Background: an optimization exercise with open tools, aiming at small area and a short achievable clock period. Do not read the settings as production practice.
At most, simulation tests tie the RTL to the original design; equivalence was not proved.
Function not checked in runs 5 and 6: the RTL went through the layout flow alone.
Power and IR drop assume default switching activity. The flow treats the clock pin as an ideal source, which a real chip does not have.

File: design/flow/run.sh
#!/bin/bash
# synth_recipe.tcl (not shown) runs the flow's synth.tcl, then flattens the netlist and writes it again
# the make line also repeats each setting of config.mk as NAME=value (left out here)
make -C /OpenROAD-flow-scripts/flow DESIGN_CONFIG=/design/flow/config.mk WORK_HOME=/design/flow/orfs CLKGATE_MAP_FILE= SYNTH_SCRIPT=/design/flow/synth_recipe.tcl finish
File: design/flow/config.mk
export PLATFORM = sky130hd
export DESIGN_NAME = mojo_top
export DESIGN_NICKNAME = mojo_top
export VERILOG_FILES = /design/flow/design.v
export SDC_FILE = /design/flow/constraint.sdc
export NUM_CORES = 4
export LEC_CHECK = 0
export CAP_MARGIN = 20
export CORE_MARGIN = 2
export CORE_UTILIZATION = 65
export CTS_CLUSTER_DIAMETER = 80
export CTS_CLUSTER_SIZE = 30
export PLACE_DENSITY = 0.75
export SLEW_MARGIN = 20
File: design/flow/constraint.sdc
create_clock -name core_clock -period 5.0 [get_ports {clk}]
set_input_delay 1.0000 -clock core_clock [delete_from_list [all_inputs] [get_ports {clk}]]
set_output_delay 1.0000 -clock core_clock [all_outputs]
set_load 0.01 [all_outputs]
File: design/flow/design.v
module spi(
    input clk,
    input rst,
    input ss,
    input mosi,
    output miso,
    input sck,
    output done,
    output done_next,
    input [7:0] din,
    output [7:0] dout
    );
reg mosi_d, mosi_q;
reg ss_d, ss_q;
reg sck_d, sck_q;
reg sck_old_d, sck_old_q;
reg [7:0] data_d, data_q;
reg done_d, done_q;
reg [2:0] bit_ct_d, bit_ct_q;
reg [7:0] dout_d, dout_q;
reg miso_d, miso_q;
assign miso = miso_q;
assign done = done_q;
assign done_next = done_d;
assign dout = dout_q;
always @(*) begin
    ss_d = ss;
    mosi_d = mosi;
    miso_d = miso_q;
    sck_d = sck;
    sck_old_d = sck_q;
    data_d = data_q;
    done_d = 1'b0;
    bit_ct_d = bit_ct_q;
    dout_d = dout_q;
    if (ss_q) begin
        bit_ct_d = 3'b0;
        data_d = din;
        miso_d = data_q[7];
    end else begin
        if (!sck_old_q && sck_q) begin  
            data_d = {data_q[6:0], mosi_q};
            bit_ct_d = bit_ct_q + 1'b1;
            if (bit_ct_q == 3'b111) begin
                dout_d = {data_q[6:0], mosi_q};
                done_d = 1'b1;
                data_d = din;
            end
        end else if (sck_old_q && !sck_q) begin  
            miso_d = data_q[7];
        end
    end
end
always @(posedge clk) begin
    if (!rst) begin
        done_q <= 1'b0;
        bit_ct_q <= 3'b0;
        dout_q <= 8'b0;
        miso_q <= 1'b1;
    end else begin
        done_q <= done_d;
        bit_ct_q <= bit_ct_d;
        dout_q <= dout_d;
        miso_q <= miso_d;
    end
    sck_q <= sck_d;
    mosi_q <= mosi_d;
    ss_q <= ss_d;
    data_q <= data_d;
    sck_old_q <= sck_old_d;
end
endmodule
module Edge(
   input wire        nReset,
   input wire        Clk,
   input wire        en,         
   input wire        en_next,    
   input wire [7:0]  PixelIn,
   output reg [7:0]  PixelOut
);
   parameter WIDTH  = 1000;
   parameter WIDTH2 = WIDTH*2;
   parameter BUFF   = WIDTH*2 + 10;
   parameter P      = 30;                  
   localparam NR    = BUFF / P;            
   reg [4:0] c;
   reg       pend;
   reg       sh;                           
   wire      req  = en | pend;
   wire [4:0] c_n = (sh || c == P-1) ? 5'd0 : c + 5'd1;
   always @(posedge Clk) begin
      if (!nReset) begin
         c    <= 5'd0;
         pend <= 1'b0;
         sh   <= 1'b0;
      end else begin
         c    <= c_n;
         pend <= req & ~sh;
         sh   <= (en_next | (req & ~sh)) & (c_n == 5'd0);
      end
   end
   reg [6*(BUFF+1)-1:0] pd;
   generate
      genvar i;
      for (i = 0; i <= BUFF; i = i + 1) begin : slot
         if (i == 0) begin : first
            always @(posedge Clk)
               pd[5:0] <= sh ? PixelIn[7:2] : pd[6*(P-1) +: 6];
         end else if (i == BUFF) begin : last
            always @(posedge Clk)
               pd[6*i +: 6] <= sh ? pd[6*(i-1) +: 6] : pd[6*i +: 6];
         end else if (i % P == 0) begin : head
            always @(posedge Clk)
               pd[6*i +: 6] <= sh ? pd[6*(i-1) +: 6] : pd[6*(i+P-1) +: 6];
         end else begin : body
            always @(posedge Clk)
               pd[6*i +: 6] <= pd[6*(i-1) +: 6];
         end
      end
   endgenerate
   wire [5:0] b0 = pd[6*(BUFF)          +: 6];
   wire [5:0] b1 = pd[6*(BUFF-1)        +: 6];
   wire [5:0] b2 = pd[6*(BUFF-2)        +: 6];
   wire [5:0] m0 = pd[6*(BUFF-WIDTH)    +: 6];
   wire [5:0] m2 = pd[6*(BUFF-WIDTH-2)  +: 6];
   wire [5:0] t0 = pd[6*(BUFF-WIDTH2)   +: 6];
   wire [5:0] t1 = pd[6*(BUFF-WIDTH2-1) +: 6];
   wire [5:0] t2 = pd[6*(BUFF-WIDTH2-2) +: 6];
   function [5:0] absd;
      input [5:0] a;
      input [5:0] b;
      absd = (a > b) ? a - b : b - a;
   endfunction
   reg [4:0] horz_bottom, horz_top, vert_left, vert_right;
   reg [5:0] horz_middle, vert_middle;
   always @(posedge Clk) begin
      if (sh) begin
         horz_bottom <= absd(b0, b2) >> 1;
         horz_middle <= absd(m0, m2);
         horz_top    <= absd(t0, t2) >> 1;
         vert_right  <= absd(b0, t0) >> 1;
         vert_middle <= absd(b1, t1);
         vert_left   <= absd(b2, t2) >> 1;
      end
   end
   reg [6:0] s_a, s_b;
   reg [5:0] s_c;
   always @(posedge Clk) begin
      s_a <= horz_bottom + horz_middle;
      s_b <= vert_middle + vert_left;
      s_c <= horz_top + vert_right;
      if (en) PixelOut <= s_a + s_b + s_c;
   end
endmodule
module mojo_top(
   input          clk,               
   input          rst_n,             
   input          mosi,
   output         miso,
   input          sclk,
   input          cs
);
   wire  [7:0] din;
   wire  [7:0] dout;
   wire        done;
   wire        done_next;
   spi spi(
      .clk  (clk     ),
      .rst  (rst_n   ),
      .ss   (cs      ),
      .mosi (mosi    ),
      .miso (miso    ),
      .sck  (sclk    ),
      .done (done    ),
      .done_next (done_next),
      .din  (din     ),
      .dout (dout    )
   );
   Edge Edge(
      .nReset     (rst_n   ),
      .Clk        (clk     ),
      .en         (done    ),
      .en_next    (done_next),
      .PixelIn    (dout    ),
      .PixelOut   (din     )
   );
endmodule
==> flow_results.xml, run 1 <==
<?xml version="1.0" encoding="UTF-8"?>
<metrics>
  <group name="setup_path">
    <metric name="rr_worst_depth" unit="">7</metric>
    <metric name="r2r_slack" unit="ns">2.43</metric>
    <metric name="crit_arrival" unit="ns">1.93</metric>
    <metric name="critical_path.max_fanout" unit="">2</metric>
    <metric name="timing.critical_path.max_delay_family" unit="">buffers and inverters</metric>
    <metric name="r2r-start" unit="">Edge.pd[12049]</metric>
    <metric name="timing.rr.end" unit="">Edge.vert_left[2]</metric>
    <metric name="timing.critical_path.from_type" unit="">flop</metric>
    <metric name="setup.worst_path.class" unit="">reg2out</metric>
    <metric name="worstSetupEndpointType" unit="">primary output</metric>
    <metric name="critical_path_buf_inv_count" unit="">1</metric>
    <metric name="critical_path_rt" unit="ns">4.00</metric>
    <metric name="crit_chain" unit="">clkdlybuf4s50_1</metric>
    <metric name="cp_slowest_cell" unit="">sky130_fd_sc_hd__clkdlybuf4s50_1</metric>
    <metric name="critPathMaxStageDelay" unit="ns">0.61</metric>
  </group>
  <group name="synthesis">
    <metric name="seq_area_frac_synth" unit="">0.965</metric>
    <metric name="synth_area_per_cell" unit="µm²">19.3</metric>
    <metric name="post_synth_instance_area" unit="µm²">253000</metric>
    <metric name="postSynthCellCount" unit="">13076</metric>
    <metric name="synth.lib_cells_used.distinct" unit="">42</metric>
    <metric name="netlist.top_cell.by_area" unit="">sky130_fd_sc_hd__dfxtp_1</metric>
    <metric name="synth_top_cells_by_area" unit="">sky130_fd_sc_hd__dfxtp_1 (96%), sky130_fd_sc_hd__mux2_2 (1.8%), sky130_fd_sc_hd__edfxtp_1 (0.64%)</metric>
    <metric name="synth_seq_cells" unit="">12156</metric>
    <metric name="synth.top_cell.area_share" unit="">0.959</metric>
    <metric name="number_of_nets_produced_by_synthesis" unit="">13195</metric>
    <metric name="number_of_synthesis_warnings" unit="">2</metric>
  </group>
  <group name="hold_path">
    <metric name="worst_hold_path_type" unit="">reg2reg</metric>
    <metric name="hold_path.startpoint" unit="">Edge.pd[4952]</metric>
    <metric name="timing.hold.worst_path_depth" unit="">0</metric>
    <metric name="worstHoldEndpoint" unit="">Edge.pd[4958]</metric>
  </group>
  <group name="timing">
    <metric name="finalSetupViolCount" unit="">0</metric>
    <metric name="layout_min_cycle_time" unit="ns">2.93</metric>
    <metric name="setup_ws" unit="ns">2.07</metric>
    <metric name="min_period_over_period" unit="">0.586</metric>
    <metric name="drv_slew" unit="">0</metric>
    <metric name="max-slew-margin-rel" unit="">0.421</metric>
    <metric name="grt_setup_unrepaired" unit="">no</metric>
    <metric name="final_report_hold_violation_count" unit="">0</metric>
    <metric name="clock.fmax" unit="MHz">342</metric>
    <metric name="setup_total_negative_slack" unit="ns">0</metric>
    <metric name="skew" unit="ns">0.0221</metric>
    <metric name="worst-slew-pin-transition" unit="ns">0.869</metric>
  </group>
  <group name="die">
    <metric name="area_of_the_placeable_core" unit="µm²">386000</metric>
    <metric name="fp.dieH" unit="µm">627</metric>
    <metric name="placement_rows" unit="">228</metric>
    <metric name="die_width" unit="µm">627</metric>
    <metric name="start_util" unit="">0.654</metric>
    <metric name="die_area" unit="µm²">394000</metric>
    <metric name="pin_count" unit="">6</metric>
  </group>
  <group name="cells_and_area">
    <metric name="most-common-layout-cells" unit="">sky130_fd_sc_hd__dfxtp_1 (12.1k), sky130_fd_sc_hd__clkbuf_16 (450), sky130_fd_sc_hd__mux2_2 (405), sky130_fd_sc_hd__ha_1 (92), sky130_fd_sc_hd__inv_1 (63)</metric>
    <metric name="synthToLayoutAreaGrowth" unit="%">7.14</metric>
    <metric name="layout_commonest_cell" unit="">sky130_fd_sc_hd__dfxtp_1</metric>
    <metric name="layout-drive-gt1-share" unit="">0.0679</metric>
    <metric name="num-nets-final" unit="">13600</metric>
  </group>
  <group name="drt">
    <metric name="route.final.wire_length" unit="µm">274000</metric>
    <metric name="1st_pass_router_iterations" unit="">5</metric>
    <metric name="route.detailed.drc" unit="">0</metric>
    <metric name="antenna_left" unit="">0</metric>
    <metric name="first_iter_violations" unit="">3590</metric>
    <metric name="routed-via-count" unit="">80612</metric>
    <metric name="routed_via_density" unit="">4.31</metric>
    <metric name="average_wire_per_standard_cell" unit="µm">14.7</metric>
  </group>
  <group name="clock_tree">
    <metric name="post-cts-setup-buffers" unit="">0</metric>
    <metric name="clk-insertion-delay-late" unit="ns">0.98</metric>
    <metric name="clock-sinks" unit="">12156</metric>
    <metric name="cts.root.buffer_cell" unit="">sky130_fd_sc_hd__clkbuf_16</metric>
    <metric name="cts_tree" unit="">done</metric>
    <metric name="clk_path_buf_depth" unit="">4</metric>
    <metric name="postCtsResizedCells" unit="">0</metric>
    <metric name="cts_max_level" unit="">5</metric>
    <metric name="numCtsBuffers" unit="">444</metric>
    <metric name="clkSlewWorstSetupHoldPaths" unit="ns">0.10</metric>
    <metric name="cts_hold_repair.buffers" unit="">0</metric>
  </group>
  <group name="run">
    <metric name="max_cap_viol_count" unit="">0</metric>
  </group>
  <group name="run_status">
    <metric name="outcome" unit="">complete, no violations</metric>
  </group>
  <group name="placed_design">
    <metric name="place_ws" unit="ns">2.50</metric>
    <metric name="dp_hpwl" unit="µm">133000</metric>
    <metric name="place_congestion" unit="">0.834</metric>
    <metric name="numPortBuffers" unit="">5</metric>
  </group>
  <group name="power_and_ir_drop">
    <metric name="powerDensity" unit="nW/µm²">514</metric>
    <metric name="static-leakage-power" unit="nW">108</metric>
    <metric name="ir_worst_vdd" unit="µV">407</metric>
  </group>
  <group name="global_route">
    <metric name="grt_use_total" unit="">0.141</metric>
    <metric name="grt_first_pass_wirelength" unit="µm">458000</metric>
    <metric name="globalRouteOverflowTotal" unit="">0</metric>
    <metric name="antenna_found_initial" unit="">2</metric>
    <metric name="grt_max_degree" unit="">124</metric>
    <metric name="grt_pass1_vias" unit="">85614</metric>
  </group>
</metrics>
## per-layer routing
metal / share of wire / up-vias / track usage
met3: 0.028 / 573 / 0.0194
met2: 0.43 / 792 / 0.218
met5: 0 / - / 0
met4: 0.027 / 0 / 0.0411
met1: 0.51 / 38267 / 0.210
li1: - / 40980 / -
## cell families (layout without fill, tap and decap cells)
logic type / Yosys count / after routing / share of synthesized area
adder cells (fa/ha/maj): 114 / 114 / 0.00630
flip-flops: 12156 / 12156 / 0.965
multiplexers: 444 / 444 / 0.0196
buffers and inverters: 117 / 561 / 0.00200
XOR/XNOR: 46 / 46 / 0.00159
AO/OA/AOI/OAI: 106 / 106 / 0.00334
AND/OR/NAND/NOR: 93 / 93 / 0.00195
other: 0 / 1 / 0
## worst max path at each step
stage	startpoint	to	slack, ns	cells after the start
3_5_place_dp	Edge.s_c[1]	Edge.PixelOut[7]	2.50	8
3_3_place_gp	Edge.s_c[1]	Edge.PixelOut[7]	2.50	8
4_1_cts	spi.miso_q	miso	1.95	1
6_report	spi.miso_q	miso	2.07	1
5_1_grt	spi.miso_q	miso	1.99	1
2_1_floorplan	Edge.s_c[1]	Edge.PixelOut[7]	2.71	8
## power breakdown
| group | switching, mW | internal (mW) |
|---|---|---|
| Sequential | 0.0104 | 96.8 |
| Clock | 26.0 | 16.4 |
| Combinational | 0.0144 | 0.0143 |
| Total | 26.0 | 113 |
## synth_stat cells (all sizes together)
library cell	count
a221oi	12
a21oi	37
o31ai	7
nand3b	6
fa	22
nand2	25
mux2i	39
clkbuf	7
xnor2	21
a41oi	1
xor2	25
and2b	2
mux2	405
nor2	27
a21o	12
nor3b	1
o21a	14
ha	92
o21bai	4
o32ai	2
nand3	3
inv	64
nor2b	13
buf	46
nand4	5
dfxtp	12102
o21ai	12
edfxtp	54
a2bb2oi	1
or2	1
and2	7
nand2b	2
o22ai	4
nor4b	1
## state kept, by name (all words and copies together) (netlist names), 3 cells and up
register,count
Edge.pd,12066
Edge.PixelOut,8
spi.data_q,8
Edge.s_a,7
Edge.s_b,7
Edge.horz_middle,6
Edge.s_c,6
Edge.vert_middle,6
spi.dout_q,6
Edge.c,5
Edge.horz_bottom,5
Edge.horz_top,5
Edge.vert_left,5
Edge.vert_right,5
spi.bit_ct_q,3
## per-stage QoR
step           utilization  hold WS, ns  std cells  power [mW]  area, µm²
2_1_floorplan            -        0.310      13076        99.1     253000
3_3_place_gp         0.671        0.310      18210        99.1     259000
3_5_place_dp         0.671        0.312      18210        99.1     259000
4_1_cts              0.701        0.319      18695         140     271000
5_1_grt              0.701        0.318      18696         144     271000
6_report             0.701        0.315      18696         139     271000
## cell type report
class	instances	area, µm²
Multi-Input combinational cell	803	8280
Inverter	64	240
Antenna cell	1	2.50
Tap cell	5175	6470
Clock inverter	28	363
Fill cell	22918	116000
Clock buffer	457	11300
Timing Repair Buffer	12	153
Sequential cell	12156	244000
==> run 2, diff against run 1 <==
--- a/design/flow/config.mk
+++ b/design/flow/config.mk
@@ -12,3 +12,4 @@
 export CTS_CLUSTER_SIZE = 30
 export PLACE_DENSITY = 0.75
+export SETUP_SLACK_MARGIN = 2.5
 export SLEW_MARGIN = 20
==> run 2 against run 1 <==
Net effect:
- die area unchanged
- register-to-register slack better by 0.12 ns
- clock power is essentially flat
- largest cell class unchanged
- count of clock-buffer cells in the layout stayed put
- setup slack better by 0.48 ns
- power about the same
==> flow_results.xml, run 2 <==
<?xml version="1.0" encoding="UTF-8"?>
<metrics>
  <group name="setup_path">
    <metric name="rr_worst_depth" unit="">8</metric>
    <metric name="critical_path_rt" unit="ns">5.72</metric>
    <metric name="crit_arrival" unit="ns">3.17</metric>
    <metric name="critical_path.startpoint" unit="">Edge.pd[12054]</metric>
    <metric name="r2r-start" unit="">Edge.pd[12054]</metric>
    <metric name="worstSetupEndpointType" unit="">flop</metric>
    <metric name="cell_count_along_the_critical_path" unit="">8</metric>
    <metric name="timing.critical_path.max_delay_family" unit="">adder cells</metric>
    <metric name="crit_chain" unit="">inv_1 &gt; ha_1 &gt; fa_1 &gt; nor2b_2 &gt; o31ai_4 &gt; a21oi_4 &gt; mux2i_1 &gt; xor2_1</metric>
    <metric name="critical_path.max_fanout" unit="">5</metric>
    <metric name="timing.critical_path.from_type" unit="">flop</metric>
    <metric name="setup.worst_path.class" unit="">reg2reg</metric>
    <metric name="end_point_of_the_critical_path" unit="">Edge.vert_middle[5]</metric>
    <metric name="critPathMaxStageDelay" unit="ns">0.41</metric>
    <metric name="timing.rr.end" unit="">Edge.vert_middle[5]</metric>
    <metric name="cp_slowest_cell" unit="">sky130_fd_sc_hd__fa_1</metric>
    <metric name="critical_path_buf_inv_count" unit="">1</metric>
    <metric name="r2r_slack" unit="ns">2.55</metric>
  </group>
  <group name="cells_and_area">
    <metric name="layout-drive-gt1-share" unit="">0.0685</metric>
    <metric name="final_core_utilization" unit="">0.701</metric>
    <metric name="largest-register" unit="">Edge.pd</metric>
    <metric name="most-common-layout-cells" unit="">sky130_fd_sc_hd__dfxtp_1 (12.1k), sky130_fd_sc_hd__clkbuf_16 (450), sky130_fd_sc_hd__mux2_2 (405), sky130_fd_sc_hd__ha_1 (91), sky130_fd_sc_hd__inv_1 (63)</metric>
    <metric name="layout_commonest_cell" unit="">sky130_fd_sc_hd__dfxtp_1</metric>
    <metric name="sequential_cell_area" unit="µm²">244000</metric>
    <metric name="footprint_of_the_multi_input_gates" unit="µm²">8290</metric>
    <metric name="biggestRegsByFlops" unit="">Edge.pd (12066), Edge.PixelOut (8), spi.data_q (8)</metric>
    <metric name="num-nets-final" unit="">13601</metric>
    <metric name="final.fill_count" unit="">22917</metric>
    <metric name="synthToLayoutAreaGrowth" unit="%">7.14</metric>
    <metric name="final_cell_area" unit="µm²">271000</metric>
    <metric name="max_reg_flops" unit="">12066</metric>
  </group>
  <group name="die">
    <metric name="fp.dieH" unit="µm">627</metric>
    <metric name="die_area" unit="µm²">394000</metric>
    <metric name="pin_count" unit="">6</metric>
    <metric name="start_util" unit="">0.654</metric>
    <metric name="placement_rows" unit="">228</metric>
    <metric name="die_width" unit="µm">627</metric>
    <metric name="area_of_the_placeable_core" unit="µm²">386000</metric>
  </group>
  <group name="timing">
    <metric name="drv_slew" unit="">0</metric>
    <metric name="setup_total_negative_slack" unit="ns">0</metric>
    <metric name="clock.fmax" unit="MHz">409</metric>
    <metric name="skew" unit="ns">0.0231</metric>
    <metric name="layout_min_cycle_time" unit="ns">2.45</metric>
    <metric name="final_report_hold_violation_count" unit="">0</metric>
    <metric name="finalSetupViolCount" unit="">0</metric>
    <metric name="worst-slew-pin-transition" unit="ns">0.855</metric>
    <metric name="max-slew-margin-rel" unit="">0.430</metric>
    <metric name="grt_setup_unrepaired" unit="">yes</metric>
    <metric name="min_period_over_period" unit="">0.489</metric>
  </group>
  <group name="synthesis">
    <metric name="number_of_nets_produced_by_synthesis" unit="">13195</metric>
    <metric name="synth_edf_count" unit="">54</metric>
    <metric name="netlist.top_cell.by_area" unit="">sky130_fd_sc_hd__dfxtp_1</metric>
    <metric name="synthTopCellsByCount" unit="">sky130_fd_sc_hd__dfxtp_1 (12.1k), sky130_fd_sc_hd__mux2_2 (405), sky130_fd_sc_hd__ha_1 (92)</metric>
    <metric name="async_reset_ff_frac" unit="">0</metric>
    <metric name="library_cell_with_the_highest_instance_count_after_synthesis" unit="">sky130_fd_sc_hd__dfxtp_1</metric>
    <metric name="postSynthCellCount" unit="">13076</metric>
    <metric name="number_of_synthesis_warnings" unit="">2</metric>
    <metric name="post_synth_instance_area" unit="µm²">253000</metric>
    <metric name="synth_seq_cells" unit="">12156</metric>
    <metric name="synth_area_per_cell" unit="µm²">19.3</metric>
    <metric name="synth.top_cell.area_share" unit="">0.959</metric>
    <metric name="synth.lib_cells_used.distinct" unit="">42</metric>
    <metric name="seq_area_frac_synth" unit="">0.965</metric>
    <metric name="synth_top_cells_by_area" unit="">sky130_fd_sc_hd__dfxtp_1 (96%), sky130_fd_sc_hd__mux2_2 (1.8%), sky130_fd_sc_hd__edfxtp_1 (0.64%)</metric>
    <metric name="synth_top_flop_cell" unit="">sky130_fd_sc_hd__dfxtp_1</metric>
  </group>
  <group name="clock_tree">
    <metric name="cts_tree" unit="">done</metric>
    <metric name="clk_path_buf_depth" unit="">4</metric>
    <metric name="cts_max_level" unit="">5</metric>
    <metric name="clock-sinks" unit="">12156</metric>
    <metric name="clkSlewWorstSetupHoldPaths" unit="ns">0.11</metric>
    <metric name="cts.root.buffer_cell" unit="">sky130_fd_sc_hd__clkbuf_16</metric>
    <metric name="clk-insertion-delay-late" unit="ns">0.98</metric>
    <metric name="numCtsBuffers" unit="">444</metric>
  </group>
  <group name="run_status">
    <metric name="outcome" unit="">complete, no violations</metric>
  </group>
  <group name="drt">
    <metric name="met2WireLength" unit="µm">119000</metric>
    <metric name="routed-wl-met3" unit="µm">7790</metric>
    <metric name="average_wire_per_standard_cell" unit="µm">14.7</metric>
    <metric name="wl_met1" unit="µm">141000</metric>
    <metric name="routed_via_density" unit="">4.31</metric>
    <metric name="routed-via-count" unit="">80591</metric>
    <metric name="1st_pass_router_iterations" unit="">5</metric>
    <metric name="top_layer" unit="">met4</metric>
    <metric name="antenna_left" unit="">0</metric>
    <metric name="route.detailed.drc" unit="">0</metric>
    <metric name="first_iter_violations" unit="">3596</metric>
    <metric name="route.final.wire_length" unit="µm">274000</metric>
  </group>
  <group name="power_and_ir_drop">
    <metric name="powerDensity" unit="nW/µm²">514</metric>
    <metric name="ir_worst_vdd" unit="µV">407</metric>
    <metric name="static-leakage-power" unit="nW">108</metric>
  </group>
  <group name="placed_design">
    <metric name="numPortBuffers" unit="">5</metric>
    <metric name="detailed_place.area" unit="µm²">259000</metric>
    <metric name="dp_hpwl" unit="µm">133000</metric>
    <metric name="place_congestion" unit="">0.834</metric>
  </group>
  <group name="global_route">
    <metric name="antenna_found_initial" unit="">2</metric>
    <metric name="globalRouteOverflowTotal" unit="">0</metric>
    <metric name="grt_use_total" unit="">0.141</metric>
    <metric name="grt_pass1_vias" unit="">85609</metric>
    <metric name="grt_first_pass_wirelength" unit="µm">458000</metric>
    <metric name="grt_max_degree" unit="">124</metric>
  </group>
  <group name="run">
    <metric name="max_cap_viol_count" unit="">0</metric>
  </group>
  <group name="hold_path">
    <metric name="worst_hold_path_type" unit="">reg2reg</metric>
  </group>
</metrics>
-- run 2: cell types whose count changed in the layout (fill, tap and decap cells not counted), sizes merged --
cell,change
diode,+1
buf,+2
clkdlybuf4s50,-1
-- run 2: report_power, final --
group / internal [mW] / switching [mW]
clock network: 16.4 / 26.0
logic: 0.0145 / 0.0144
registers: 96.8 / 0.0104
total: 113 / 26.0
-- run 2: kinds of logic after synthesis --
logic type,count (synthesis),share of synthesized area
buf+inv,117,0.00200
fa+ha+maj,114,0.00630
flops,12156,0.965
mux,444,0.0196
compound gates,106,0.00334
xor+xnor,46,0.00159
simple gates,93,0.00195
-- run 2: cell type report --
type	instances	share of cell area
multi-input cells	803	0.0306
repair buffers	13	0.000596
well taps	5175	0.0239
flip-flops and latches	12156	0.901
inverters	64	0.000887
clock buffers	457	0.0417
diodes	2	0.0000185
clock inverters	28	0.00134
-- run 2: worst min-delay path by stage --
stage | from | cells past startpoint | to
after detailed placement | Edge.pd[10091] | 0 | Edge.pd[10097]
after global routing | Edge.pd[8377] | 0 | Edge.pd[8383]
after global placement | Edge.pd[169] | 0 | Edge.pd[175]
final | Edge.pd[4952] | 0 | Edge.pd[4958]
after CTS | Edge.pd[423] | 0 | Edge.pd[429]
after floorplan | Edge.pd[9994] | 0 | Edge.pd[10000]
-- run 2: per-stage QoR --
step | total power [mW] | std cells | hold WS [ns] | worst slack [ns]
global route | 144 | 18697 | 0.318 | 2.48
global placement | 99.1 | 18210 | 0.310 | 2.50
CTS | 140 | 18695 | 0.319 | 2.45
detailed placement | 99.1 | 18210 | 0.312 | 2.50
finish | 139 | 18698 | 0.314 | 2.55
floorplan | 99.1 | 13076 | 0.310 | 2.71
-- run 2: worst reg2reg max path: stages, from the launching register on --
cell and delay [ns]:
sky130_fd_sc_hd__dfxtp_1 0.40, sky130_fd_sc_hd__inv_1 0.10, sky130_fd_sc_hd__ha_1 0.25, sky130_fd_sc_hd__fa_1 0.42, sky130_fd_sc_hd__nor2b_2 0.20, sky130_fd_sc_hd__o31ai_4 0.08
sky130_fd_sc_hd__a21oi_4 0.28, sky130_fd_sc_hd__mux2i_1 0.34, sky130_fd_sc_hd__xor2_1 0.13
-- run 2: timing repair --
| item | in CTS | in global routing |
|---|---|---|
| setup buffers | 0 | 1 |
| setup endpoints to repair | 3 | 13 |
| hold buffers | 0 | 0 |
| gates resized for setup | 9 | 3 |
-- run 2: metal layers --
metal | GRT usage | vias up
met5 | 0 | -
met4 | 0.0410 | 0
met3 | 0.0194 | 573
met2 | 0.218 | 797
met1 | 0.210 | 38245
li1 | - | 40976
==> run 3, diff against run 2 <==
==> design/flow/config.mk (replaced) <==
export PLATFORM = sky130hd
export DESIGN_NAME = mojo_top
export DESIGN_NICKNAME = mojo_top
export VERILOG_FILES = /design/flow/design.v
export SDC_FILE = /design/flow/constraint.sdc
export NUM_CORES = 4
export LEC_CHECK = 0
export CAP_MARGIN = 20
export CORE_MARGIN = 2
export CORE_UTILIZATION = 50
export SLEW_MARGIN = 20
==> run 3 against run 2 <==
Net effect:
- synthesized area stayed put
- power grew 28%
- fmax down 19%
- highest routed layer unchanged
==> flow_results.xml, run 3 <==
<?xml version="1.0" encoding="UTF-8"?>
<metrics>
  <group name="drt">
    <metric name="route.final.wire_length" unit="µm">277000</metric>
    <metric name="first_iter_violations" unit="">3154</metric>
    <metric name="1st_pass_router_iterations" unit="">7</metric>
    <metric name="average_wire_per_standard_cell" unit="µm">12.8</metric>
    <metric name="routed_via_density" unit="">3.97</metric>
    <metric name="routed-via-count" unit="">85905</metric>
    <metric name="antenna_left" unit="">0</metric>
    <metric name="route.detailed.drc" unit="">0</metric>
  </group>
  <group name="hold_path">
    <metric name="timing.hold.worst_path_depth" unit="">0</metric>
    <metric name="worst_hold_path_type" unit="">reg2reg</metric>
  </group>
  <group name="run_status">
    <metric name="outcome" unit="">complete, no violations</metric>
  </group>
  <group name="cells_and_area">
    <metric name="final.fill_count" unit="">36384</metric>
    <metric name="most-common-layout-cells" unit="">sky130_fd_sc_hd__dfxtp_1 (12.1k), sky130_fd_sc_hd__clkbuf_16 (1,161), sky130_fd_sc_hd__mux2_2 (405), sky130_fd_sc_hd__clkbuf_1 (247), sky130_fd_sc_hd__clkbuf_8 (215)</metric>
    <metric name="num-nets-final" unit="">14284</metric>
    <metric name="max_reg_flops" unit="">12066</metric>
    <metric name="layout_commonest_cell" unit="">sky130_fd_sc_hd__dfxtp_1</metric>
    <metric name="synthToLayoutAreaGrowth" unit="%">17.5</metric>
    <metric name="layout-drive-gt1-share" unit="">0.139</metric>
    <metric name="largest-register" unit="">Edge.pd</metric>
    <metric name="biggestRegsByFlops" unit="">Edge.pd (12066), Edge.PixelOut (8), spi.data_q (8)</metric>
  </group>
  <group name="clock_tree">
    <metric name="clkSlewWorstSetupHoldPaths" unit="ns">0.07</metric>
    <metric name="cts_hold_repair.buffers" unit="">0</metric>
    <metric name="numCtsBuffers" unit="">1127</metric>
    <metric name="postCtsResizedCells" unit="">0</metric>
    <metric name="cts.root.buffer_cell" unit="">sky130_fd_sc_hd__clkbuf_16</metric>
    <metric name="clk_path_buf_depth" unit="">5</metric>
    <metric name="clk-insertion-delay-late" unit="ns">1.12</metric>
    <metric name="clock-sinks" unit="">12156</metric>
    <metric name="cts_tree" unit="">done</metric>
    <metric name="cts_max_level" unit="">7</metric>
    <metric name="post-cts-setup-buffers" unit="">0</metric>
  </group>
  <group name="synthesis">
    <metric name="netlist.top_cell.by_area" unit="">sky130_fd_sc_hd__dfxtp_1</metric>
    <metric name="post_synth_instance_area" unit="µm²">253000</metric>
    <metric name="synth_edf_count" unit="">54</metric>
    <metric name="synth.lib_cells_used.distinct" unit="">42</metric>
    <metric name="library_cell_with_the_highest_instance_count_after_synthesis" unit="">sky130_fd_sc_hd__dfxtp_1</metric>
    <metric name="synthTopCellsByCount" unit="">sky130_fd_sc_hd__dfxtp_1 (12.1k), sky130_fd_sc_hd__mux2_2 (405), sky130_fd_sc_hd__ha_1 (92)</metric>
    <metric name="synth_seq_cells" unit="">12156</metric>
    <metric name="synth_top_cells_by_area" unit="">sky130_fd_sc_hd__dfxtp_1 (96%), sky130_fd_sc_hd__mux2_2 (1.8%), sky130_fd_sc_hd__edfxtp_1 (0.64%)</metric>
    <metric name="synth_area_per_cell" unit="µm²">19.3</metric>
    <metric name="synth.top_cell.area_share" unit="">0.959</metric>
    <metric name="number_of_nets_produced_by_synthesis" unit="">13195</metric>
    <metric name="seq_area_frac_synth" unit="">0.965</metric>
    <metric name="postSynthCellCount" unit="">13076</metric>
    <metric name="async_reset_ff_frac" unit="">0</metric>
    <metric name="synth_top_flop_cell" unit="">sky130_fd_sc_hd__dfxtp_1</metric>
    <metric name="number_of_synthesis_warnings" unit="">2</metric>
  </group>
  <group name="die">
    <metric name="die_area" unit="µm²">511000</metric>
    <metric name="pin_count" unit="">6</metric>
    <metric name="placement_rows" unit="">261</metric>
    <metric name="fp.dieH" unit="µm">715</metric>
    <metric name="die_width" unit="µm">715</metric>
    <metric name="start_util" unit="">0.501</metric>
    <metric name="area_of_the_placeable_core" unit="µm²">504000</metric>
  </group>
  <group name="setup_path">
    <metric name="cp_slowest_cell" unit="">sky130_fd_sc_hd__clkdlybuf4s50_1</metric>
    <metric name="setup.worst_path.class" unit="">reg2out</metric>
    <metric name="rr_worst_depth" unit="">7</metric>
    <metric name="critPathMaxStageDelay" unit="ns">0.58</metric>
    <metric name="critical_path_rt" unit="ns">4.00</metric>
    <metric name="crit_arrival" unit="ns">2.03</metric>
    <metric name="worstSetupEndpointType" unit="">primary output</metric>
    <metric name="crit_chain" unit="">clkdlybuf4s50_1</metric>
    <metric name="critical_path.max_fanout" unit="">2</metric>
    <metric name="timing.critical_path.max_delay_family" unit="">buffers and inverters</metric>
    <metric name="critical_path_buf_inv_count" unit="">1</metric>
    <metric name="timing.critical_path.from_type" unit="">flop</metric>
    <metric name="cell_count_along_the_critical_path" unit="">1</metric>
  </group>
  <group name="placed_design">
    <metric name="place_ws" unit="ns">2.42</metric>
    <metric name="place_congestion" unit="">0.782</metric>
    <metric name="dp_hpwl" unit="µm">127000</metric>
    <metric name="numPortBuffers" unit="">5</metric>
  </group>
  <group name="timing">
    <metric name="grt_setup_unrepaired" unit="">no</metric>
    <metric name="skew" unit="ns">0.0475</metric>
    <metric name="drv_slew" unit="">0</metric>
    <metric name="worst-slew-pin-transition" unit="ns">0.905</metric>
    <metric name="layout_min_cycle_time" unit="ns">3.03</metric>
    <metric name="max-slew-margin-rel" unit="">0.397</metric>
    <metric name="final_report_hold_violation_count" unit="">0</metric>
    <metric name="setup_ws" unit="ns">1.97</metric>
    <metric name="finalSetupViolCount" unit="">0</metric>
    <metric name="clock.fmax" unit="MHz">330</metric>
    <metric name="min_period_over_period" unit="">0.606</metric>
    <metric name="setup_total_negative_slack" unit="ns">0</metric>
  </group>
  <group name="global_route">
    <metric name="grt_use_total" unit="">0.112</metric>
    <metric name="globalRouteOverflowTotal" unit="">0</metric>
    <metric name="grt_first_pass_wirelength" unit="µm">474000</metric>
    <metric name="grt_pass1_vias" unit="">92028</metric>
    <metric name="grt_max_degree" unit="">100</metric>
    <metric name="antenna_found_initial" unit="">5</metric>
  </group>
  <group name="power_and_ir_drop">
    <metric name="static-leakage-power" unit="nW">120</metric>
    <metric name="design_power_total" unit="mW">178</metric>
    <metric name="powerDensity" unit="nW/µm²">601</metric>
    <metric name="ir_worst_vdd" unit="µV">377</metric>
  </group>
  <group name="run">
    <metric name="max_cap_viol_count" unit="">0</metric>
  </group>
</metrics>
[run 3: cells by family after synthesis]
family | count (synthesis) | share of synthesized area
buffers and inverters | 117 | 0.00200
adders and majority gates | 114 | 0.00630
muxes | 444 | 0.0196
and+or+nand+nor | 93 | 0.00195
xor gates and xnor gates | 46 | 0.00159
AOI/OAI and AO/OA | 106 | 0.00334
DFF | 12156 | 0.965
[run 3: final timing paths]
path / startpoint / to / slack [ns]
worst max-delay path: spi.miso_q / miso / 1.97
worst min-delay path: Edge.pd[11430] / Edge.pd[11436] / 0.28
worst max register to register: Edge.pd[12049] / Edge.vert_left[3] / 2.32
worst min register to register: Edge.pd[11430] / Edge.pd[11436] / 0.28
[run 3: area by class of cell]
class	instances	area [µm²]	share of cell area
inverters	64	240	0.000809
flip-flops and latches	12156	244000	0.822
clock buffers	1623	32900	0.111
diodes	3	7.51	0.0000253
clock inverters	252	2950	0.00993
repair buffers	13	148	0.000497
multi-input cells	803	8280	0.0279
well taps	6706	8390	0.0283
[run 3: report_power, final]
group / switching (mW) / total [mW] / leakage [nW] / internal, mW
logic: 0.0128 / 0.0269 / 4.07 / 0.0141
clock network: 32.7 / 81.4 / 17.7 / 48.8
registers: 0.00965 / 96.9 / 97.9 / 96.9
total: 32.7 / 178 / 120 / 146
[run 3: metal layers]
layer / part of all wire / vias to the layer above / GRT usage
met1: 0.51 / 40247 / 0.159
met2: 0.40 / 1505 / 0.154
met3: 0.044 / 1053 / 0.0317
li1: - / 43100 / -
met5: 0 / - / 0
met4: 0.044 / 0 / 0.0662
[run 3: metrics by stage]
stage | hold slack [ns] | util | instances | cell area, µm²
after floorplan | 0.310 | - | 13076 | 253000
after global placement | 0.310 | 0.518 | 19742 | 261000
after detailed placement | 0.312 | 0.518 | 19742 | 261000
after CTS | 0.187 | 0.589 | 21617 | 297000
after global routing | 0.234 | 0.589 | 21619 | 297000
final | 0.283 | 0.589 | 21620 | 297000
==> run 4, diff against run 3 <==
--- a/design/flow/config.mk
+++ b/design/flow/config.mk
@@ -8,4 +8,8 @@
 export CAP_MARGIN = 20
 export CORE_MARGIN = 2
-export CORE_UTILIZATION = 50
+export CORE_UTILIZATION = 55
+export CTS_CLUSTER_DIAMETER = 80
+export CTS_CLUSTER_SIZE = 30
+export PLACE_DENSITY = 0.65
+export SETUP_SLACK_MARGIN = 2.5
 export SLEW_MARGIN = 20
==> run 4 against run 3 <==
Net effect:
- clock skew is 0.0063 ns lower
- synthesized cell count stayed put
- critical path depth stayed put
- core utilization is 0.70 points higher
- wire length is 6.7% lower
- die area is 9.0% lower
- fmax is 24% higher
- sequential power hardly changed
- cell count is 9.1% lower
==> flow_results.xml, run 4 <==
<?xml version="1.0" encoding="UTF-8"?>
<metrics>
  <group name="die">
    <metric name="die_area" unit="µm²">465000</metric>
    <metric name="area_of_the_placeable_core" unit="µm²">457000</metric>
    <metric name="die_width" unit="µm">682</metric>
    <metric name="start_util" unit="">0.553</metric>
    <metric name="fp.dieH" unit="µm">682</metric>
    <metric name="placement_rows" unit="">248</metric>
    <metric name="pin_count" unit="">6</metric>
  </group>
  <group name="setup_path">
    <metric name="end_point_of_the_critical_path" unit="">miso</metric>
    <metric name="crit_arrival" unit="ns">1.44</metric>
    <metric name="critical_path_buf_inv_count" unit="">1</metric>
    <metric name="cp_slowest_cell" unit="">sky130_fd_sc_hd__dfxtp_2</metric>
    <metric name="r2r-start" unit="">Edge.pd[12049]</metric>
    <metric name="setup.worst_path.class" unit="">reg2out</metric>
    <metric name="worstSetupEndpointType" unit="">primary output</metric>
    <metric name="timing.critical_path.max_delay_family" unit="">flip-flops</metric>
    <metric name="critical_path.max_fanout" unit="">2</metric>
    <metric name="r2r_slack" unit="ns">2.59</metric>
    <metric name="timing.rr.end" unit="">Edge.vert_left[4]</metric>
    <metric name="cell_count_along_the_critical_path" unit="">1</metric>
    <metric name="critical_path_rt" unit="ns">4.00</metric>
    <metric name="rr_worst_depth" unit="">7</metric>
    <metric name="timing.critical_path.from_type" unit="">flop</metric>
    <metric name="crit_chain" unit="">buf_6</metric>
    <metric name="critical_path.startpoint" unit="">spi.miso_q</metric>
    <metric name="critPathMaxStageDelay" unit="ns">0.34</metric>
  </group>
  <group name="placed_design">
    <metric name="numPortBuffers" unit="">5</metric>
    <metric name="dp_hpwl" unit="µm">129000</metric>
    <metric name="place_congestion" unit="">0.789</metric>
  </group>
  <group name="timing">
    <metric name="max-slew-margin-rel" unit="">0.402</metric>
    <metric name="finalSetupViolCount" unit="">0</metric>
    <metric name="final_report_hold_violation_count" unit="">0</metric>
    <metric name="grt_setup_unrepaired" unit="">yes</metric>
    <metric name="skew" unit="ns">0.0412</metric>
    <metric name="clock.fmax" unit="MHz">409</metric>
    <metric name="setup_total_negative_slack" unit="ns">0</metric>
    <metric name="min_period_over_period" unit="">0.489</metric>
    <metric name="drv_slew" unit="">0</metric>
    <metric name="layout_min_cycle_time" unit="ns">2.44</metric>
    <metric name="worst-slew-pin-transition" unit="ns">0.897</metric>
  </group>
  <group name="synthesis">
    <metric name="async_reset_ff_frac" unit="">0</metric>
    <metric name="post_synth_instance_area" unit="µm²">253000</metric>
    <metric name="synth_top_flop_cell" unit="">sky130_fd_sc_hd__dfxtp_1</metric>
    <metric name="number_of_nets_produced_by_synthesis" unit="">13195</metric>
    <metric name="synth_area_per_cell" unit="µm²">19.3</metric>
    <metric name="synth_edf_count" unit="">54</metric>
    <metric name="library_cell_with_the_highest_instance_count_after_synthesis" unit="">sky130_fd_sc_hd__dfxtp_1</metric>
    <metric name="synth_xor_xnor_area_share" unit="">0.00159</metric>
    <metric name="post_synth_adder_cell_area" unit="">0.00630</metric>
    <metric name="synth.mux.area_fraction" unit="">0.0196</metric>
    <metric name="seq_area_frac_synth" unit="">0.965</metric>
    <metric name="synth_seq_cells" unit="">12156</metric>
    <metric name="synth_top_cells_by_area" unit="">sky130_fd_sc_hd__dfxtp_1 (96%), sky130_fd_sc_hd__mux2_2 (1.8%), sky130_fd_sc_hd__edfxtp_1 (0.64%)</metric>
    <metric name="postSynthCellCount" unit="">13076</metric>
    <metric name="netlist.top_cell.by_area" unit="">sky130_fd_sc_hd__dfxtp_1</metric>
    <metric name="synth.lib_cells_used.distinct" unit="">42</metric>
    <metric name="synth_area_in_simple_gates" unit="">0.00195</metric>
    <metric name="number_of_synthesis_warnings" unit="">2</metric>
    <metric name="synth_top_family_by_area" unit="">multiplexers</metric>
    <metric name="synth_compound_gate_area_share" unit="">0.00334</metric>
    <metric name="synthTopCellsByCount" unit="">sky130_fd_sc_hd__dfxtp_1 (12.1k), sky130_fd_sc_hd__mux2_2 (405), sky130_fd_sc_hd__ha_1 (92)</metric>
    <metric name="synth.top_cell.area_share" unit="">0.959</metric>
  </group>
  <group name="cells_and_area">
    <metric name="final_core_utilization" unit="">0.596</metric>
    <metric name="final.fill_count" unit="">32628</metric>
    <metric name="num-nets-final" unit="">13606</metric>
    <metric name="layout-drive-gt1-share" unit="">0.0691</metric>
    <metric name="synthToLayoutAreaGrowth" unit="%">7.70</metric>
    <metric name="biggestRegsByFlops" unit="">Edge.pd (12066), Edge.PixelOut (8), spi.data_q (8)</metric>
    <metric name="footprint_of_the_multi_input_gates" unit="µm²">8290</metric>
    <metric name="sequential_cell_area" unit="µm²">244000</metric>
    <metric name="largest-register" unit="">Edge.pd</metric>
    <metric name="layout_commonest_cell" unit="">sky130_fd_sc_hd__dfxtp_1</metric>
    <metric name="max_reg_flops" unit="">12066</metric>
    <metric name="most-common-layout-cells" unit="">sky130_fd_sc_hd__dfxtp_1 (12.1k), sky130_fd_sc_hd__clkbuf_16 (450), sky130_fd_sc_hd__mux2_2 (405), sky130_fd_sc_hd__ha_1 (92), sky130_fd_sc_hd__inv_1 (63)</metric>
  </group>
  <group name="drt">
    <metric name="1st_pass_router_iterations" unit="">5</metric>
    <metric name="first_iter_violations" unit="">3329</metric>
    <metric name="route.final.wire_length" unit="µm">259000</metric>
    <metric name="antenna_left" unit="">0</metric>
    <metric name="routed_via_density" unit="">4.08</metric>
    <metric name="routed-via-count" unit="">80300</metric>
    <metric name="average_wire_per_standard_cell" unit="µm">13.2</metric>
    <metric name="route.detailed.drc" unit="">0</metric>
  </group>
  <group name="power_and_ir_drop">
    <metric name="powerDensity" unit="nW/µm²">512</metric>
    <metric name="power_frac_clock" unit="">0.304</metric>
    <metric name="comb_power_share" unit="">0</metric>
    <metric name="switching_share" unit="">0.186</metric>
    <metric name="internal-power" unit="mW">113</metric>
    <metric name="seq_power_share" unit="">0.696</metric>
    <metric name="power.net_switching" unit="mW">25.9</metric>
    <metric name="static-leakage-power" unit="nW">108</metric>
    <metric name="ir_worst_vdd" unit="µV">436</metric>
  </group>
  <group name="clock_tree">
    <metric name="clk_path_buf_depth" unit="">4</metric>
    <metric name="clk-insertion-delay-late" unit="ns">1.01</metric>
    <metric name="cts_max_level" unit="">5</metric>
    <metric name="numCtsBuffers" unit="">446</metric>
    <metric name="cts_hold_repair.buffers" unit="">0</metric>
    <metric name="clkSlewWorstSetupHoldPaths" unit="ns">0.11</metric>
    <metric name="cts_tree" unit="">done</metric>
    <metric name="clock-sinks" unit="">12156</metric>
    <metric name="cts.root.buffer_cell" unit="">sky130_fd_sc_hd__clkbuf_16</metric>
  </group>
  <group name="global_route">
    <metric name="antenna_found_initial" unit="">4</metric>
    <metric name="grt_pass1_vias" unit="">83802</metric>
    <metric name="grt_use_total" unit="">0.112</metric>
    <metric name="grt_first_pass_wirelength" unit="µm">438000</metric>
    <metric name="globalRouteOverflowTotal" unit="">0</metric>
    <metric name="grt_max_degree" unit="">111</metric>
  </group>
  <group name="run_status">
    <metric name="outcome" unit="">complete, no violations</metric>
  </group>
  <group name="hold_path">
    <metric name="worst_hold_path_type" unit="">reg2reg</metric>
  </group>
  <group name="run">
    <metric name="max_cap_viol_count" unit="">0</metric>
  </group>
</metrics>
-- run 4: cell counts after synthesis --
Identical to the previous run, type by type.
-- run 4: cells by family (layout without fill, tap and decap cells) --
| logic type | Yosys count | count (layout) |
|---|---|---|
| flip-flops | 12156 | 12156 |
| XOR/XNOR | 46 | 46 |
| other | 0 | 2 |
| multiplexers | 444 | 444 |
| AO/OA/AOI/OAI | 106 | 106 |
| AND/OR/NAND/NOR | 93 | 93 |
| adder cells (fa/ha/maj) | 114 | 114 |
| buffers and inverters | 117 | 573 |
-- run 4: layout make-up --
cell class	count	area share
timing repair buffer	16	0.000676
tap	6125	0.0282
antenna	2	0.0000184
clock buffer	459	0.0415
sequential	12156	0.896
inverter	64	0.000883
clock inverter	34	0.00199
multi-input combinational	803	0.0305
-- run 4: layer usage --
layer	vias up	global-route usage	wire, µm	part of all wire
met5	-	0	0	0
met3	566	0.0182	8300	0.032
met4	0	0.0350	7700	0.030
met1	37989	0.171	139000	0.54
li1	40991	-	-	-
met2	754	0.162	104000	0.40
-- run 4: how the worst min path moves through the flow --
stage | from | to | slack, ns | cells past startpoint
6_report | Edge.pd[9161] | Edge.pd[9167] | 0.30 | 0
5_1_grt | Edge.pd[9161] | Edge.pd[9167] | 0.30 | 0
4_1_cts | Edge.pd[9161] | Edge.pd[9167] | 0.30 | 0
3_5_place_dp | Edge.pd[10121] | Edge.pd[10127] | 0.31 | 0
3_3_place_gp | Edge.pd[87] | Edge.pd[93] | 0.31 | 0
2_1_floorplan | Edge.pd[9994] | Edge.pd[10000] | 0.31 | 0
-- run 4: power by group through the flow --
stage / Combinational (mW) / Sequential (mW) / Clock [mW]
2_1_floorplan: 0.0193 / 99.1 / 0
3_3_place_gp: 0.0245 / 99.1 / 0
3_5_place_dp: 0.0278 / 99.1 / 0
4_1_cts: 0.0279 / 96.8 / 43.8
5_1_grt: 0.0305 / 96.9 / 47.1
6_report: 0.0279 / 96.8 / 42.4
-- run 4: through the flow --
step / hold WS, ns / instances / setup WS, ns / total power [mW] / instance area (µm²)
after CTS: 0.296 / 19653 / 2.43 / 141 / 272000
after detailed placement: 0.312 / 19160 / 2.48 / 99.1 / 260000
after global placement: 0.310 / 19160 / 2.46 / 99.1 / 260000
after global routing: 0.303 / 19659 / 2.44 / 144 / 272000
final: 0.296 / 19659 / 2.56 / 139 / 272000
after floorplan: 0.310 / 13076 / 2.71 / 99.1 / 253000
-- run 4: repair_timing --
action | CTS | global route
pin swaps | 0 | 2
endpoints found under the setup margin | 6 | 10
endpoints found under the hold margin | 0 | 0
setup buffers | 0 | 4
resized for setup | 8 | 3
==> run 5, diff against run 4 <==
--- a/design/flow/design.v
+++ b/design/flow/design.v
@@ -87,6 +87,8 @@
    reg       pend;
    reg       sh;                           
+   reg       shn;                          
    wire      req  = en | pend;
    wire [4:0] c_n = (sh || c == P-1) ? 5'd0 : c + 5'd1;
+   wire      sh_n = (en_next | (req & ~sh)) & (c_n == 5'd0);
    always @(posedge Clk) begin
       if (!nReset) begin
@@ -94,11 +96,20 @@
          pend <= 1'b0;
          sh   <= 1'b0;
+         shn  <= 1'b1;
       end else begin
          c    <= c_n;
          pend <= req & ~sh;
-         sh   <= (en_next | (req & ~sh)) & (c_n == 5'd0);
+         sh   <=  sh_n;
+         shn  <= ~sh_n;
       end
    end
    reg [6*(BUFF+1)-1:0] pd;
+   function [5:0] ringin;
+      input [5:0] prev;
+      input [5:0] tail;
+      input       take;
+      input       keep;
+      ringin = (prev & {6{take}}) | (tail & {6{keep}});
+   endfunction
    generate
       genvar i;
@@ -106,5 +117,5 @@
          if (i == 0) begin : first
             always @(posedge Clk)
-               pd[5:0] <= sh ? PixelIn[7:2] : pd[6*(P-1) +: 6];
+               pd[5:0] <= ringin(PixelIn[7:2], pd[6*(P-1) +: 6], sh, shn);
          end else if (i == BUFF) begin : last
             always @(posedge Clk)
@@ -112,5 +123,5 @@
          end else if (i % P == 0) begin : head
             always @(posedge Clk)
-               pd[6*i +: 6] <= sh ? pd[6*(i-1) +: 6] : pd[6*(i+P-1) +: 6];
+               pd[6*i +: 6] <= ringin(pd[6*(i-1) +: 6], pd[6*(i+P-1) +: 6], sh, shn);
          end else begin : body
             always @(posedge Clk)
--- a/design/flow/config.mk
+++ b/design/flow/config.mk
@@ -10,5 +10,5 @@
 export CORE_UTILIZATION = 55
 export CTS_CLUSTER_DIAMETER = 80
-export CTS_CLUSTER_SIZE = 30
+export CTS_CLUSTER_SIZE = 34
 export PLACE_DENSITY = 0.65
 export SETUP_SLACK_MARGIN = 2.5
==> run 5 against run 4 <==
Net effect:
- fmax fell by 2.3%
- wire length rose by 3.8%
- via count rose by 1.4%
- cell count fell by 0.73%
- synthesized cell count rose by 0.36%
- synthesized area fell by 0.34%
- critical path depth rose by 7
- clock skew rose by 0.0052 ns
- critical endpoint is now Edge.vert_right[1]
- largest cell class unchanged
- largest power group unchanged
==> flow_results.xml, run 5 <==
<?xml version="1.0" encoding="UTF-8"?>
<metrics>
  <group name="cells_and_area">
    <metric name="num-nets-final" unit="">13574</metric>
    <metric name="max_reg_flops" unit="">12066</metric>
    <metric name="layout-drive-gt1-share" unit="">0.0389</metric>
    <metric name="biggestRegsByFlops" unit="">Edge.pd (12066), Edge.PixelOut (8), spi.data_q (8)</metric>
    <metric name="sequential_cell_area" unit="µm²">244000</metric>
    <metric name="synthToLayoutAreaGrowth" unit="%">7.37</metric>
    <metric name="footprint_of_the_multi_input_gates" unit="µm²">7340</metric>
    <metric name="final_cell_area" unit="µm²">270000</metric>
    <metric name="layout_commonest_cell" unit="">sky130_fd_sc_hd__dfxtp_1</metric>
    <metric name="most-common-layout-cells" unit="">sky130_fd_sc_hd__dfxtp_1 (12.1k), sky130_fd_sc_hd__clkbuf_16 (410), sky130_fd_sc_hd__a22o_1 (402), sky130_fd_sc_hd__ha_1 (92), sky130_fd_sc_hd__inv_1 (67)</metric>
    <metric name="final.fill_count" unit="">32719</metric>
    <metric name="largest-register" unit="">Edge.pd</metric>
  </group>
  <group name="timing">
    <metric name="grt_setup_unrepaired" unit="">yes</metric>
    <metric name="drv_slew" unit="">0</metric>
    <metric name="final_report_hold_violation_count" unit="">0</metric>
    <metric name="skew" unit="ns">0.0465</metric>
    <metric name="layout_min_cycle_time" unit="ns">2.50</metric>
    <metric name="worst-slew-pin-transition" unit="ns">0.940</metric>
    <metric name="setup_ws" unit="ns">2.50</metric>
    <metric name="finalSetupViolCount" unit="">0</metric>
    <metric name="min_period_over_period" unit="">0.500</metric>
    <metric name="max-slew-margin-rel" unit="">0.373</metric>
    <metric name="setup_total_negative_slack" unit="ns">0</metric>
    <metric name="clock.fmax" unit="MHz">400</metric>
  </group>
  <group name="drt">
    <metric name="routed_via_density" unit="">4.17</metric>
    <metric name="route.detailed.drc" unit="">0</metric>
    <metric name="average_wire_per_standard_cell" unit="µm">13.8</metric>
    <metric name="first_iter_violations" unit="">3922</metric>
    <metric name="1st_pass_router_iterations" unit="">7</metric>
    <metric name="antenna_left" unit="">0</metric>
    <metric name="routed-via-count" unit="">81415</metric>
    <metric name="route.final.wire_length" unit="µm">269000</metric>
  </group>
  <group name="global_route">
    <metric name="grt_first_pass_wirelength" unit="µm">445000</metric>
    <metric name="globalRouteOverflowTotal" unit="">0</metric>
    <metric name="grt_pass1_vias" unit="">82796</metric>
    <metric name="antenna_found_initial" unit="">8</metric>
    <metric name="grt_use_total" unit="">0.115</metric>
    <metric name="grt_max_degree" unit="">92</metric>
  </group>
  <group name="synthesis">
    <metric name="synth_edf_count" unit="">54</metric>
    <metric name="synth_top_flop_cell" unit="">sky130_fd_sc_hd__dfxtp_1</metric>
    <metric name="post_synth_instance_area" unit="µm²">252000</metric>
    <metric name="library_cell_with_the_highest_instance_count_after_synthesis" unit="">sky130_fd_sc_hd__dfxtp_1</metric>
    <metric name="synth_top_cells_by_area" unit="">sky130_fd_sc_hd__dfxtp_1 (96%), sky130_fd_sc_hd__a22o_1 (1.4%), sky130_fd_sc_hd__edfxtp_1 (0.64%)</metric>
    <metric name="async_reset_ff_frac" unit="">0</metric>
    <metric name="synth_top_family_by_area" unit="">compound AO/OA/AOI/OAI gates</metric>
    <metric name="synth_area_per_cell" unit="µm²">19.2</metric>
    <metric name="postSynthCellCount" unit="">13123</metric>
    <metric name="post_synth_adder_cell_area" unit="">0.00632</metric>
    <metric name="synth_area_in_simple_gates" unit="">0.00182</metric>
    <metric name="synth_compound_gate_area_share" unit="">0.0172</metric>
    <metric name="synth.mux.area_fraction" unit="">0.00191</metric>
    <metric name="seq_area_frac_synth" unit="">0.969</metric>
    <metric name="synth.lib_cells_used.distinct" unit="">42</metric>
    <metric name="synth_seq_cells" unit="">12157</metric>
    <metric name="netlist.top_cell.by_area" unit="">sky130_fd_sc_hd__dfxtp_1</metric>
    <metric name="synthTopCellsByCount" unit="">sky130_fd_sc_hd__dfxtp_1 (12.1k), sky130_fd_sc_hd__a22o_1 (402), sky130_fd_sc_hd__ha_1 (92)</metric>
    <metric name="synth_xor_xnor_area_share" unit="">0.00160</metric>
    <metric name="number_of_synthesis_warnings" unit="">2</metric>
    <metric name="synth.top_cell.area_share" unit="">0.962</metric>
    <metric name="number_of_nets_produced_by_synthesis" unit="">13242</metric>
  </group>
  <group name="setup_path">
    <metric name="crit_arrival" unit="ns">3.24</metric>
    <metric name="setup.worst_path.class" unit="">reg2reg</metric>
    <metric name="timing.critical_path.from_type" unit="">flop</metric>
    <metric name="rr_worst_depth" unit="">8</metric>
    <metric name="critical_path_rt" unit="ns">5.74</metric>
    <metric name="worstSetupEndpointType" unit="">flop</metric>
    <metric name="critical_path.max_fanout" unit="">5</metric>
    <metric name="r2r-start" unit="">Edge.pd[12060]</metric>
    <metric name="r2r_slack" unit="ns">2.50</metric>
    <metric name="timing.rr.end" unit="">Edge.vert_right[1]</metric>
  </group>
  <group name="placed_design">
    <metric name="dp_hpwl" unit="µm">133000</metric>
    <metric name="numPortBuffers" unit="">5</metric>
    <metric name="detailed_place.area" unit="µm²">259000</metric>
    <metric name="place_ws" unit="ns">2.48</metric>
    <metric name="place_congestion" unit="">0.811</metric>
  </group>
  <group name="hold_path">
    <metric name="worst_hold_path_type" unit="">reg2reg</metric>
    <metric name="hold_path.startpoint" unit="">Edge.pd[8178]</metric>
    <metric name="timing.hold.worst_path_depth" unit="">0</metric>
    <metric name="worstHoldEndpoint" unit="">Edge.pd[8184]</metric>
  </group>
  <group name="clock_tree">
    <metric name="clk-insertion-delay-late" unit="ns">0.99</metric>
    <metric name="cts_tree" unit="">done</metric>
    <metric name="cts_hold_repair.buffers" unit="">0</metric>
    <metric name="clk_path_buf_depth" unit="">4</metric>
    <metric name="clock-sinks" unit="">12157</metric>
    <metric name="cts.root.buffer_cell" unit="">sky130_fd_sc_hd__clkbuf_16</metric>
    <metric name="cts_max_level" unit="">5</metric>
    <metric name="clkSlewWorstSetupHoldPaths" unit="ns">0.12</metric>
    <metric name="numCtsBuffers" unit="">402</metric>
  </group>
  <group name="die">
    <metric name="fp.dieH" unit="µm">681</metric>
    <metric name="die_area" unit="µm²">463000</metric>
    <metric name="die_width" unit="µm">681</metric>
    <metric name="start_util" unit="">0.552</metric>
    <metric name="pin_count" unit="">6</metric>
    <metric name="placement_rows" unit="">248</metric>
    <metric name="area_of_the_placeable_core" unit="µm²">456000</metric>
  </group>
  <group name="power_and_ir_drop">
    <metric name="powerDensity" unit="nW/µm²">511</metric>
    <metric name="ir_worst_vdd" unit="µV">424</metric>
    <metric name="static-leakage-power" unit="nW">107</metric>
  </group>
  <group name="run">
    <metric name="max_cap_viol_count" unit="">0</metric>
  </group>
  <group name="run_status">
    <metric name="outcome" unit="">complete, no violations</metric>
  </group>
</metrics>
==> run 5: changes by cell type in the layout (fill, tap and decap cells not counted), sizes merged, moves of 2 or more <==
cell / before / now
a22o: 0 / 402
mux2: 405 / 8
clkbuf: 459 / 422
buf: 12 / 23
bufinv: 0 / 4
inv: 81 / 85
o21ai: 12 / 8
clkinv: 16 / 14
clkinvlp: 1 / 3
nand2: 25 / 23
nor2: 27 / 25
==> run 5: where the power goes <==
part           switching, mW  leakage, nW  internal (mW)
clock                   25.8         5.39           15.4
sequential           0.00867         97.9           96.9
combinational         0.0132         3.17         0.0158
==> run 5: stage by stage <==
stage / hold slack (ns) / util / std cells / total power, mW
finish: 0.288 / 0.593 / 19515 / 138
global route: 0.282 / 0.593 / 19513 / 143
CTS: 0.286 / 0.592 / 19504 / 139
detailed placement: 0.312 / 0.568 / 19041 / 99.1
global placement: 0.310 / 0.568 / 19041 / 99.1
floorplan: 0.310 / - / 13123 / 99.1
==> run 5: final cells by class <==
type                            count  share of cell area
Tap cell                         6000              0.0278
Sequential cell                 12157               0.902
Antenna cell                        3           0.0000278
Timing Repair Buffer               27             0.00122
Clock inverter                     39             0.00255
Inverter                           67            0.000930
Multi-Input combinational cell    800              0.0271
Clock buffer                      422              0.0382
==> run 5: critical path, stage by stage (launching register included) <==
cell and delay, ns:
sky130_fd_sc_hd__edfxtp_1 0.40, sky130_fd_sc_hd__inv_1 0.10, sky130_fd_sc_hd__ha_1 0.25, sky130_fd_sc_hd__fa_2 0.47
sky130_fd_sc_hd__nor2b_4 0.20, sky130_fd_sc_hd__o31ai_4 0.08, sky130_fd_sc_hd__a21oi_4 0.27, sky130_fd_sc_hd__mux2i_1 0.34
sky130_fd_sc_hd__xor2_1 0.13
==> run 5: logic make-up (layout without fill, tap and decap cells) <==
family,count (synthesis),after routing
simple gates,89,89
fa+ha+maj,114,114
flops,12157,12157
compound gates,504,504
mux,47,47
xor+xnor,46,46
other cells,0,3
buf+inv,166,555
==> run 5: worst max-delay path by stage <==
stage / startpoint / end / slack (ns)
after floorplan: Edge.s_c[1] / Edge.PixelOut[7] / 2.71
after global placement: Edge.s_c[1] / Edge.PixelOut[7] / 2.46
after detailed placement: Edge.pd[12060] / Edge.vert_right[2] / 2.48
after CTS: spi.miso_q / miso / 2.43
after global routing: Edge.pd[49] / Edge.horz_top[4] / 2.45
final: Edge.pd[12060] / Edge.vert_right[1] / 2.50
==> run 5: layer usage <==
layer / vias up / global-route usage / part of all wire
met5: - / 0 / 0
met4: 0 / 0.0374 / 0.032
met3: 556 / 0.0180 / 0.031
met2: 772 / 0.161 / 0.39
met1: 38800 / 0.182 / 0.55
li1: 41287 / - / -
==> run 5: repair_timing <==
item / 4_1_cts / 5_1_grt
resized for setup: 8 / 18
endpoints found under the setup margin: 2 / 13
pin swaps: 1 / 5
setup buffers: 2 / 8
==> run 6, diff against run 5 <==
--- a/design/flow/config.mk
+++ b/design/flow/config.mk
@@ -8,8 +8,8 @@
 export CAP_MARGIN = 20
 export CORE_MARGIN = 2
-export CORE_UTILIZATION = 55
+export CORE_UTILIZATION = 45
 export CTS_CLUSTER_DIAMETER = 80
 export CTS_CLUSTER_SIZE = 34
-export PLACE_DENSITY = 0.65
+export PLACE_DENSITY = 0.55
 export SETUP_SLACK_MARGIN = 2.5
 export SLEW_MARGIN = 20
==> run 6 against run 5 <==
Net effect:
- count of clock-buffer cells in the layout increased by 27
- synthesized cell count unchanged
- wire length decreased by 5.3%
- largest cell class unchanged
==> flow_results.xml, run 6 <==
<?xml version="1.0" encoding="UTF-8"?>
<metrics>
  <group name="setup_path">
    <metric name="critical_path_rt" unit="ns">4.00</metric>
    <metric name="critical_path.max_fanout" unit="">2</metric>
    <metric name="rr_worst_depth" unit="">9</metric>
    <metric name="critPathMaxStageDelay" unit="ns">0.42</metric>
    <metric name="timing.critical_path.from_type" unit="">flop</metric>
    <metric name="crit_arrival" unit="ns">1.57</metric>
    <metric name="cp_slowest_cell" unit="">sky130_fd_sc_hd__dfxtp_4</metric>
    <metric name="worstSetupEndpointType" unit="">primary output</metric>
  </group>
  <group name="clock_tree">
    <metric name="cts_hold_repair.buffers" unit="">0</metric>
    <metric name="clk-insertion-delay-late" unit="ns">1.03</metric>
    <metric name="clkSlewWorstSetupHoldPaths" unit="ns">0.11</metric>
    <metric name="cts_max_level" unit="">5</metric>
    <metric name="clock-sinks" unit="">12157</metric>
    <metric name="cts.root.buffer_cell" unit="">sky130_fd_sc_hd__clkbuf_16</metric>
  </group>
  <group name="timing">
    <metric name="finalSetupViolCount" unit="">0</metric>
    <metric name="final_report_hold_violation_count" unit="">0</metric>
    <metric name="worst-slew-pin-transition" unit="ns">0.759</metric>
  </group>
  <group name="synthesis">
    <metric name="synth_area_per_cell" unit="µm²">19.2</metric>
    <metric name="synth.mux.area_fraction" unit="">0.00191</metric>
    <metric name="async_reset_ff_frac" unit="">0</metric>
    <metric name="synthTopCellsByCount" unit="">sky130_fd_sc_hd__dfxtp_1 (12.1k), sky130_fd_sc_hd__a22o_1 (402), sky130_fd_sc_hd__ha_1 (92)</metric>
    <metric name="synth_compound_gate_area_share" unit="">0.0172</metric>
    <metric name="post_synth_adder_cell_area" unit="">0.00632</metric>
    <metric name="number_of_synthesis_warnings" unit="">2</metric>
    <metric name="library_cell_with_the_highest_instance_count_after_synthesis" unit="">sky130_fd_sc_hd__dfxtp_1</metric>
    <metric name="netlist.top_cell.by_area" unit="">sky130_fd_sc_hd__dfxtp_1</metric>
    <metric name="postSynthCellCount" unit="">13123</metric>
    <metric name="post_synth_instance_area" unit="µm²">252000</metric>
    <metric name="synth_top_flop_cell" unit="">sky130_fd_sc_hd__dfxtp_1</metric>
  </group>
  <group name="global_route">
    <metric name="grt_first_pass_wirelength" unit="µm">420000</metric>
    <metric name="antenna_found_initial" unit="">8</metric>
    <metric name="grt_use_total" unit="">0.0894</metric>
    <metric name="grt_pass1_vias" unit="">77424</metric>
  </group>
  <group name="cells_and_area">
    <metric name="most-common-layout-cells" unit="">sky130_fd_sc_hd__dfxtp_1 (12.1k), sky130_fd_sc_hd__clkbuf_16 (424), sky130_fd_sc_hd__a22o_1 (402), sky130_fd_sc_hd__ha_1 (92), sky130_fd_sc_hd__inv_1 (67)</metric>
    <metric name="layout_commonest_cell" unit="">sky130_fd_sc_hd__dfxtp_1</metric>
  </group>
  <group name="hold_path">
    <metric name="timing.hold.worst_path_depth" unit="">0</metric>
    <metric name="worst_hold_path_type" unit="">reg2reg</metric>
  </group>
  <group name="placed_design">
    <metric name="place_ws" unit="ns">2.49</metric>
    <metric name="place_congestion" unit="">0.675</metric>
  </group>
  <group name="power_and_ir_drop">
    <metric name="powerDensity" unit="nW/µm²">515</metric>
    <metric name="ir_worst_vdd" unit="µV">393</metric>
  </group>
  <group name="die">
    <metric name="die_width" unit="µm">752</metric>
    <metric name="fp.dieH" unit="µm">752</metric>
    <metric name="pin_count" unit="">6</metric>
    <metric name="area_of_the_placeable_core" unit="µm²">557000</metric>
    <metric name="die_area" unit="µm²">566000</metric>
    <metric name="start_util" unit="">0.452</metric>
  </group>
  <group name="run_status">
    <metric name="outcome" unit="">complete, no violations</metric>
  </group>
  <group name="drt">
    <metric name="antenna_left" unit="">0</metric>
  </group>
</metrics>
[run 6: repair_timing]
action                     4_1_cts  5_1_grt
pin swaps                        0        5
gates resized for setup          8       10
setup endpoints to repair        2       17
buffers inserted                 1        6
[run 6: path summary, 6_finish.rpt]
path | start | endpoint | slack (ns)
setup / recovery | spi.miso_q | miso | 2.43
hold / removal | Edge.pd[9123] | Edge.pd[9129] | 0.29
hold reg to reg | Edge.pd[9123] | Edge.pd[9129] | 0.29
setup reg to reg | Edge.pd[60] | Edge.horz_top[2] | 2.64
[run 6: cells by family (layout without fill, tap and decap cells)]
group,after synthesis,after routing
compound gates,504,504
xor+xnor,46,46
fa+ha+maj,114,114
buf+inv,166,680
flops,12157,12157
mux,47,47
other cells,0,1
simple gates,89,89
[run 6: layout make-up]
| class | count | area [µm²] |
|---|---|---|
| fill | 45663 | 283000 |
| sequential | 12157 | 244000 |
| clock buffer | 449 | 10800 |
| tap | 7452 | 9320 |
| multi-input combinational | 800 | 7290 |
| clock inverter | 140 | 2000 |
| timing repair buffer | 24 | 282 |
| inverter | 67 | 251 |
| antenna | 1 | 2.50 |
[run 6: stage by stage]
stage | total power, mW | cell area, µm² | hold WS (ns) | util
after global routing | 146 | 274000 | 0.293 | 0.492
final | 141 | 274000 | 0.285 | 0.492
after CTS | 143 | 274000 | 0.276 | 0.492
after detailed placement | 99.1 | 261000 | 0.312 | 0.468
after floorplan | 99.1 | 252000 | 0.310 | -
after global placement | 99.1 | 261000 | 0.310 | 0.468
[run 6: worst register-to-register path, stage by stage (launching register included)]
cell                      delay, ns
sky130_fd_sc_hd__dfxtp_4       0.39
sky130_fd_sc_hd__inv_1         0.06
sky130_fd_sc_hd__ha_1          0.21
sky130_fd_sc_hd__fa_1          0.46
sky130_fd_sc_hd__and2b_1       0.26
sky130_fd_sc_hd__o31ai_2       0.09
sky130_fd_sc_hd__a21oi_4       0.22
sky130_fd_sc_hd__buf_4         0.16
sky130_fd_sc_hd__mux2i_1       0.21
sky130_fd_sc_hd__xnor2_1       0.09
[run 6: power breakdown]
part           switching, mW  total (mW)  leakage [nW]  internal (mW)
Combinational         0.0129      0.0273          3.13         0.0144
Sequential            0.0103        96.9          97.9           96.9
Clock                   27.1        44.1          6.19           17.0
Total                   27.2         141           107            114
[run 6: routing by layer]
metal / vias up / global-route usage / wire [µm]
li1: 41454 / - / -
met1: 37845 / 0.149 / 149000
met2: 568 / 0.115 / 88200
met3: 558 / 0.0161 / 9260
met4: 4 / 0.0290 / 8150
met5: - / 0 / 26
